From an optimization exercise on the open Yosys and OpenROAD flow, aimed at small area, a short achievable clock period and few clock cycles per item; shortcuts taken in it are not production practice.
At most, simulation tests tie the RTL to the original design; equivalence was not proved.

==> flow/design.v <==
`timescale 1ns/1ps
module linear_equation_solver_3x3 #(
    parameter DATA_WIDTH = 16,
    parameter MAX_ITER = 40,
    parameter FRAC_BITS = 8
)(
    input wire clk,
    input wire rst,
    input wire start,
    input wire [DATA_WIDTH-1:0] a_data,
    input wire [3:0] a_addr,
    input wire a_wen,
    input wire [DATA_WIDTH-1:0] b_data,
    input wire [1:0] b_addr,
    input wire b_wen,
    output reg [DATA_WIDTH-1:0] x0, x1, x2,
    output reg done
);
    reg [15:0] A [0:8];
    reg [15:0] b [0:2];
    reg [15:0] xo0, xo1, xo2;           
    always @(posedge clk) begin
        if (a_wen)
            A[a_addr] <= a_data;
        if (b_wen)
            b[b_addr] <= b_data;
    end
    function [15:0] abs16;
        input [15:0] v;
        abs16 = v[15] ? (~v + 16'd1) : v;
    endfunction
    function [3:0] lzc16;
        input [15:0] v;
        integer n;
        begin
            lzc16 = 4'd0;
            for (n = 0; n < 16; n = n + 1)
                if (v[n]) lzc16 = 4'd15 - n[3:0];
        end
    endfunction
    reg  [2:0]  rvalid;
    reg  [17:0] rr0, rr1, rr2;
    reg  [3:0]  sr0, sr1, sr2;
    reg         eng_busy;
    reg  [1:0]  eng_row;
    reg  [1:0]  eng_cnt;
    reg  [15:0] eng_dn;
    reg  [15:0] eng_r;
    reg       dw_q;
    reg [1:0] dw_row;
    always @(posedge clk) begin
        dw_q   <= a_wen && (a_addr == 4'd0 || a_addr == 4'd4 || a_addr == 4'd8);
        dw_row <= (a_addr == 4'd0) ? 2'd0 : (a_addr == 4'd4) ? 2'd1 : 2'd2;
    end
    wire [1:0] pick = dw_q ? dw_row : !rvalid[0] ? 2'd0 : !rvalid[1] ? 2'd1 : 2'd2;
    wire       need = dw_q || ~&rvalid;
    wire [15:0] pick_d = abs16(pick == 2'd0 ? A[0] : pick == 2'd1 ? A[4] : A[8]);
    wire [3:0]  pick_s = lzc16(pick_d);
    wire [15:0] pick_m = pick_d | (pick_d >> 1) | (pick_d >> 2) | (pick_d >> 3) |
                         (pick_d >> 4) | (pick_d >> 5) | (pick_d >> 6) | (pick_d >> 7) |
                         (pick_d >> 8) | (pick_d >> 9) | (pick_d >> 10) | (pick_d >> 11) |
                         (pick_d >> 12) | (pick_d >> 13) | (pick_d >> 14) | (pick_d >> 15);
    wire dw_hit = dw_q && dw_row == eng_row;
    wire [17:0] eng_q = (eng_row == 2'd0) ? rr0 : (eng_row == 2'd1) ? rr1 : rr2;
    reg [15:0] st_r;
    reg [17:0] st_q;
    reg [17:0] st_d;
    integer k;
    always @* begin
        st_r = eng_r;
        st_q = eng_q;
        for (k = 0; k < 6; k = k + 1) begin
            st_d = {1'b0, st_r, 1'b1} - {2'b00, eng_dn};
            st_q = {st_q[16:0], !st_d[17]};
            st_r = st_d[17] ? {st_r[14:0], 1'b1} : st_d[15:0];
        end
    end
    wire eng_fin  = eng_busy && eng_cnt == 2'd2;
    wire eng_load = !eng_busy && need;
    always @(posedge clk or posedge rst) begin
        if (rst) begin
            rvalid <= 3'b000;
            eng_busy <= 1'b0;
        end else begin
            if (eng_busy) begin
                if (dw_hit || eng_fin)
                    eng_busy <= 1'b0;
                if (eng_fin && !dw_hit)
                    rvalid[eng_row] <= 1'b1;
            end else if (need) begin
                eng_busy <= 1'b1;
            end
            if (dw_q)
                rvalid[dw_row] <= 1'b0;
        end
    end
    always @(posedge clk) begin
        if (eng_busy) begin
            eng_r <= st_r;
            eng_cnt <= eng_cnt + 2'd1;
            case (eng_row)
                2'd0: rr0 <= st_q;
                2'd1: rr1 <= st_q;
                default: rr2 <= st_q;
            endcase
        end else begin
            eng_row <= pick;
            eng_cnt <= 2'd0;
            eng_dn <= pick_d;
            eng_r <= pick_m >> 1;
            if (need) begin
                case (pick)
                    2'd0: sr0 <= pick_s;
                    2'd1: sr1 <= pick_s;
                    default: sr2 <= pick_s;
                endcase
            end
        end
    end
    reg        running;
    reg [5:0]  it;         
    reg [1:0]  pos;        
    reg [1:0]  row1;       
    reg        replay;     
    reg        first1;     
    reg        zero_x;     
    reg        v2, slow2, sgn2, zero2, par2, end2, last2, first2;
    reg [1:0]  row2, pos2;
    reg [18:0] t2;
    reg [16:0] ylo2;
    reg [7:0]  mlo2;
    reg        acc1, acc2;
    wire rd_even = it[0];    
    wire [15:0] xr0 = rd_even ? x0 : xo0;
    wire [15:0] xr1 = rd_even ? x1 : xo1;
    wire [15:0] xr2 = rd_even ? x2 : xo2;
    wire [1:0]  r1 = replay ? row2 : row1;
    wire [15:0] opa1 = (row1 == 2'd0) ? A[1] : (row1 == 2'd1) ? A[3] : A[6];
    wire [15:0] opx1 = first1 ? 16'd0 : (row1 == 2'd0) ? xr1 : xr0;
    wire [15:0] opa2 = (row1 == 2'd0) ? A[2] : (row1 == 2'd1) ? A[5] : A[7];
    wire [15:0] opx2 = first1 ? 16'd0 : (row1 == 2'd2) ? xr1 : xr2;
    wire [15:0] bi   = (row1 == 2'd0) ? b[0] : (row1 == 2'd1) ? b[1] : b[2];
    wire [15:0] di   = (row1 == 2'd0) ? A[0] : (row1 == 2'd1) ? A[4] : A[8];
    wire signed [31:0] p1 = $signed(opa1) * $signed(opx1);
    wire signed [31:0] p2 = $signed(opa2) * $signed(opx2);
    wire [23:0] num = {{8{bi[15]}}, bi} - p1[31:8] - p2[31:8];
    wire        sgn_n = num[23];
    wire [23:0] mag = sgn_n ? (~num + 24'd1) : num;
    wire [15:0] dabs1 = abs16(di);
    wire        zero1 = (di == 16'd0);
    wire        fast1 = zero1 || (mag[23:8] < dabs1);
    wire [3:0]  s1 = (r1 == 2'd0) ? sr0 : (r1 == 2'd1) ? sr1 : sr2;
    wire [31:0] y1 = replay ? {ylo2[15:0], mlo2, 8'd0} :
                     fast1  ? {mag, 8'd0} : {16'd0, mag[23:8]};
    wire [31:0] ys1 = y1 << s1;
    wire [18:0] t1 = ys1[31:13];
    wire rready = (row1 == 2'd0 ? rvalid[0] : row1 == 2'd1 ? rvalid[1] : rvalid[2]) ||
                  (eng_fin && eng_row == row1);
    wire [17:0] rc2 = (row2 == 2'd0) ? rr0 : (row2 == 2'd1) ? rr1 : rr2;
    wire [15:0] d2  = abs16((row2 == 2'd0) ? A[0] : (row2 == 2'd1) ? A[4] : A[8]);
    reg [36:0] prod2;
    integer pi;
    always @* begin
        prod2 = 37'd0;
        for (pi = 0; pi < 19; pi = pi + 1)
            prod2 = prod2 + ((t2[pi] ? ({19'd0, rc2} << pi) : 37'd0) & ~37'h3fff);
    end
    wire [16:0] q0 = prod2[36:20];
    wire [33:0] qd_full = q0 * d2;
    wire [16:0] r0 = ylo2 - qd_full[16:0];
    wire        ge = (r0 >= {1'b0, d2});
    wire [15:0] q  = q0[15:0] + {15'd0, ge};
    wire [16:0] rem = ge ? (r0 - {1'b0, d2}) : r0;
    wire [15:0] xn = zero2 ? 16'd0 : sgn2 ? (~q + 16'd1) : q;
    wire [15:0] x_same  = (row2 == 2'd0) ? (par2 ? xo0 : x0) :
                          (row2 == 2'd1) ? (par2 ? xo1 : x1) : (par2 ? xo2 : x2);
    wire [15:0] x_other = (row2 == 2'd0) ? (par2 ? x0 : xo0) :
                          (row2 == 2'd1) ? (par2 ? x1 : xo1) : (par2 ? x2 : xo2);
    wire eq1 = (xn == x_other);
    wire eq2 = (xn == x_same) && !first2;
    wire wb  = v2 && !slow2;
    wire fin = wb && end2 && ((acc1 && eq1) || (acc2 && eq2) || last2);
    wire issue = running && !replay && !(v2 && slow2) && rready;
    always @(posedge clk or posedge rst) begin
        if (rst) begin
            running <= 1'b0;
            done <= 1'b0;
            v2 <= 1'b0;
            replay <= 1'b0;
            x0 <= 16'd0; x1 <= 16'd0; x2 <= 16'd0;
        end else begin
            if (wb && !par2) begin
                case (row2)
                    2'd0: x0 <= xn;
                    2'd1: x1 <= xn;
                    default: x2 <= xn;
                endcase
            end
            if (replay)
                replay <= 1'b0;
            else if (v2 && slow2)
                replay <= 1'b1;
            if (replay)
                v2 <= 1'b1;
            else if (v2 && slow2)
                v2 <= 1'b0;
            else
                v2 <= issue;
            if (fin) begin
                running <= 1'b0;
                done <= 1'b1;
                v2 <= 1'b0;
            end
            if (zero_x) begin
                x0 <= 16'd0; x1 <= 16'd0; x2 <= 16'd0;
            end
            if (!running && start) begin
                running <= 1'b1;
                done <= 1'b0;
                v2 <= 1'b0;
                replay <= 1'b0;
            end
        end
    end
    always @(posedge clk) begin
        if (wb && par2) begin
            case (row2)
                2'd0: xo0 <= xn;
                2'd1: xo1 <= xn;
                default: xo2 <= xn;
            endcase
        end
        if (wb) begin
            if (pos2 == 2'd0) begin
                acc1 <= eq1; acc2 <= eq2;
            end else begin
                acc1 <= acc1 & eq1; acc2 <= acc2 & eq2;
            end
        end
        if (replay) begin
            slow2 <= 1'b0;
            t2 <= t1;
            ylo2 <= y1[16:0];
        end else if (v2 && slow2) begin
            ylo2 <= rem;        
        end else if (issue) begin
            slow2 <= !fast1;
            row2 <= row1;
            pos2 <= pos;
            par2 <= it[0];
            end2 <= (pos == 2'd2);
            last2 <= (it == MAX_ITER);
            first2 <= (it == 6'd1);
            sgn2 <= sgn_n ^ di[15];
            zero2 <= zero1;
            t2 <= t1;
            ylo2 <= y1[16:0];
            mlo2 <= mag[7:0];
            if (pos == 2'd2) begin
                pos <= 2'd0;
                it <= it + 6'd1;
            end else begin
                pos <= pos + 2'd1;
                row1 <= (row1 == 2'd2) ? 2'd0 : row1 + 2'd1;
            end
        end
        zero_x <= !running && start;
        if (issue && pos == 2'd2)
            first1 <= 1'b0;
        if (!running && start) begin
            it <= 6'd1;
            pos <= 2'd0;
            row1 <= 2'd0;
            first1 <= 1'b1;
        end
    end
endmodule
export LEC_CHECK = 0
export ABC_AREA = 1
export CAP_MARGIN = 20
export CORE_MARGIN = 2
export CORE_UTILIZATION = 60
export PLACE_DENSITY = 0.7
export SETUP_SLACK_MARGIN = 5
export SLEW_MARGIN = 20
create_clock -name core_clock -period 110.0 [get_ports {clk}]
standard.sh (not shown) runs the stock make flow with config.mk's settings and CLKGATE_MAP_FILE= SYNTH_SCRIPT=/design/flow/synth_recipe.tcl, a recipe that flattens the netlist after the stock synthesis.
==> flow/flow/run.sh <==
#!/bin/bash
# Standard layout, with two changes:
#  - after global placement, the port buffers inserted by buffer_ports are
#    re-mastered from the slow default cell to a plain buffer;
#  - the later timing repairs aim for more setup slack than the default
#    5 ns margin (same clock and constraints).
set -euo pipefail
RES=$PWD/orfs/results/$FLOW_PLATFORM/linear_equation_solver_3x3/base
bash standard.sh $RES/3_3_place_gp.odb > flow_to_gp.log 2>&1
cat > port_buffers.tcl <<EOS
read_db $RES/3_3_place_gp.odb
set n 0
set buf [[ord::get_db] findMaster sky130_fd_sc_hd__buf_4]
foreach inst [[ord::get_db_block] getInsts] {
  set name [\$inst getName]
  set master [[\$inst getMaster] getName]
  if {[regexp {^(input|output)[0-9]+\$} \$name] && [string match sky130_fd_sc_hd__clkdlybuf* \$master]} {
    \$inst swapMaster \$buf
    incr n
  }
}
puts "re-mastered \$n port buffers"
write_db $RES/3_3_place_gp.odb
EOS
openroad -no_splash -exit port_buffers.tcl > port_buffers.log 2>&1
bash standard.sh SETUP_SLACK_MARGIN=${SLACK_MARGIN:-86} finish > flow_finish.log 2>&1
Rerun with:
--- a/flow/design.v
+++ b/flow/design.v
@@ -56,23 +56,24 @@
     wire       need = dw_q || ~&rvalid;
     wire [15:0] pick_d = abs16(pick == 2'd0 ? A[0] : pick == 2'd1 ? A[4] : A[8]);
     wire [3:0]  pick_s = lzc16(pick_d);
-    wire [15:0] pick_m = pick_d | (pick_d >> 1) | (pick_d >> 2) | (pick_d >> 3) |
-                         (pick_d >> 4) | (pick_d >> 5) | (pick_d >> 6) | (pick_d >> 7) |
-                         (pick_d >> 8) | (pick_d >> 9) | (pick_d >> 10) | (pick_d >> 11) |
-                         (pick_d >> 12) | (pick_d >> 13) | (pick_d >> 14) | (pick_d >> 15);
     wire dw_hit = dw_q && dw_row == eng_row;
     wire [17:0] eng_q = (eng_row == 2'd0) ? rr0 : (eng_row == 2'd1) ? rr1 : rr2;
     reg [15:0] st_r;
     reg [17:0] st_q;
-    reg [17:0] st_d;
+    reg [16:0] st_t;
     integer k;
     always @* begin
         st_r = eng_r;
         st_q = eng_q;
         for (k = 0; k < 6; k = k + 1) begin
-            st_d = {1'b0, st_r, 1'b1} - {2'b00, eng_dn};
-            st_q = {st_q[16:0], !st_d[17]};
-            st_r = st_d[17] ? {st_r[14:0], 1'b1} : st_d[15:0];
+            st_t = {st_r, 1'b1};
+            if (st_t >= {1'b0, eng_dn}) begin
+                st_r = st_t[15:0] - eng_dn;
+                st_q = {st_q[16:0], 1'b1};
+            end else begin
+                st_r = st_t[15:0];
+                st_q = {st_q[16:0], 1'b0};
+            end
         end
     end
     wire eng_fin  = eng_busy && eng_cnt == 2'd2;
@@ -106,8 +107,8 @@
         end else begin
             eng_row <= pick;
             eng_cnt <= 2'd0;
-            eng_dn <= pick_d;
-            eng_r <= pick_m >> 1;
+            eng_dn <= pick_d << pick_s;
+            eng_r <= 16'h7fff;
             if (need) begin
                 case (pick)
                     2'd0: sr0 <= pick_s;
@@ -129,6 +130,7 @@
     reg [18:0] t2;
     reg [16:0] ylo2;
     reg [7:0]  mlo2;
+    reg [15:0] rhi;
     reg        acc1, acc2;
     wire rd_even = it[0];    
     wire [15:0] xr0 = rd_even ? x0 : xo0;
@@ -150,7 +152,7 @@
     wire        zero1 = (di == 16'd0);
     wire        fast1 = zero1 || (mag[23:8] < dabs1);
     wire [3:0]  s1 = (r1 == 2'd0) ? sr0 : (r1 == 2'd1) ? sr1 : sr2;
-    wire [31:0] y1 = replay ? {ylo2[15:0], mlo2, 8'd0} :
+    wire [31:0] y1 = replay ? {rhi, mlo2, 8'd0} :
                      fast1  ? {mag, 8'd0} : {16'd0, mag[23:8]};
     wire [31:0] ys1 = y1 << s1;
     wire [18:0] t1 = ys1[31:13];
@@ -242,7 +244,7 @@
             t2 <= t1;
             ylo2 <= y1[16:0];
         end else if (v2 && slow2) begin
-            ylo2 <= rem;        
+            rhi <= rem[15:0];
         end else if (issue) begin
             slow2 <= !fast1;
             row2 <= row1;
First-iteration DRC count goes up by about 6%; critical path depth is unchanged; hold slack gains 0.0031 ns; cell count is about the same; global-route usage goes down by 1.9 points.
Testbench counts after the change, summed over its fixed seeds: cycles 35,813, solves 1,200.
Only the layout flow was run in the first run of this note; the RTL was not checked for function there.

========
before:
linear_equation_solver_3x3 with an RTL version that a note above also has.
Size: roughly 7,800 cells after synthesis, ~490 flip-flops, about 92 I/O pins, roughly 64,000 µm² of cells after synthesis.
Settings: LEC_CHECK=0, ABC_AREA=1, CAP_MARGIN=20, CORE_MARGIN=2, CORE_UTILIZATION=60, PLACE_DENSITY=0.7, SETUP_SLACK_MARGIN=5, SLEW_MARGIN=20; clock period 110.0 ns.
run.sh (not shown) runs the stock make flow with config.mk's settings and CLKGATE_MAP_FILE= SYNTH_SCRIPT=/design/flow/synth_recipe.tcl, a recipe that flattens the netlist after the stock synthesis.
Stock flow here: none of the scripts above is used.
Testbench counts of before, summed over its fixed seeds: cycles 35,813, solves 1,200.
The following lists how after was set up differently from before:
--- a/flow/design.v
+++ b/flow/design.v
@@ -56,28 +56,23 @@
     wire       need = dw_q || ~&rvalid;
     wire [15:0] pick_d = abs16(pick == 2'd0 ? A[0] : pick == 2'd1 ? A[4] : A[8]);
     wire [3:0]  pick_s = lzc16(pick_d);
     wire dw_hit = dw_q && dw_row == eng_row;
     wire [17:0] eng_q = (eng_row == 2'd0) ? rr0 : (eng_row == 2'd1) ? rr1 : rr2;
     reg [15:0] st_r;
     reg [17:0] st_q;
-    reg [16:0] st_t;
+    reg [17:0] st_d;
     integer k;
     always @* begin
         st_r = eng_r;
         st_q = eng_q;
         for (k = 0; k < 6; k = k + 1) begin
-            st_t = {st_r, 1'b1};
-            if (st_t >= {1'b0, eng_dn}) begin
-                st_r = st_t[15:0] - eng_dn;
-                st_q = {st_q[16:0], 1'b1};
-            end else begin
-                st_r = st_t[15:0];
-                st_q = {st_q[16:0], 1'b0};
-            end
+            st_d = {1'b0, st_r, 1'b1} - {2'b00, eng_dn};
+            st_q = {st_q[16:0], !st_d[17]};
+            st_r = st_d[17] ? {st_r[14:0], 1'b1} : st_d[15:0];
         end
     end
     wire eng_fin  = eng_busy && eng_cnt == 2'd2;
     wire eng_load = !eng_busy && need;
     always @(posedge clk or posedge rst) begin
         if (rst) begin
             rvalid <= 3'b000;
after finished every step from synthesis to the final layout, and the layout passed the timing, design-rule and antenna checks.
The die span in y of before and that of after are within noise of each other.
Compared to before, after has proportion of cell area occupied by multi-input gates 0.43 points lower.
Diff after..before | die area | negligible
Highest attainable clock frequency delta (before -> after): insignificant
Starting density of the core of before is on par with after.
The RTL of after was laid out without a check of its function.

-- separate check: timing with driven ports --
In the flow no input, the clock included, has a driving cell. The finished layouts below were timed again as built, in two steps.
Step 1 (the two cells are an assumption about what drives the block):
set clk [get_ports {clk}]
set_driving_cell -lib_cell sky130_fd_sc_hd__clkbuf_16 $clk
set_driving_cell -lib_cell sky130_fd_sc_hd__buf_2 [delete_from_list [all_inputs] $clk]
Step 2 times the ports against the registers' clock, not the clock port: input delays grow and output delays shrink by t, the midpoint of the rising clock arrivals with the driver on.
a / b / c = ideal ports / drivers / drivers and shift; a / b = the first two.
| run | t, ns | setup slack, ns | latest minus earliest clock arrival (ns) |
|---|---|---|---|
| the first run of note 1 | 0.744 | 86.628 / 86.550 / 86.719 | 0.035 / 0.035 |
| the second run of note 1 | 0.701 | 86.748 / 86.670 / 86.488 | 0.032 / 0.031 |
| before | 0.703 | 86.308 / 86.231 / 86.078 | 0.041 / 0.041 |
| after | 0.708 | 86.312 / 86.230 / 86.036 | 0.047 / 0.048 |
After both steps setup and hold are still met in every run listed. The setup slack of after, which loses most, moves by -0.082 ns with the drivers and by -0.276 ns with both steps. Setup slack includes reset recovery checks.
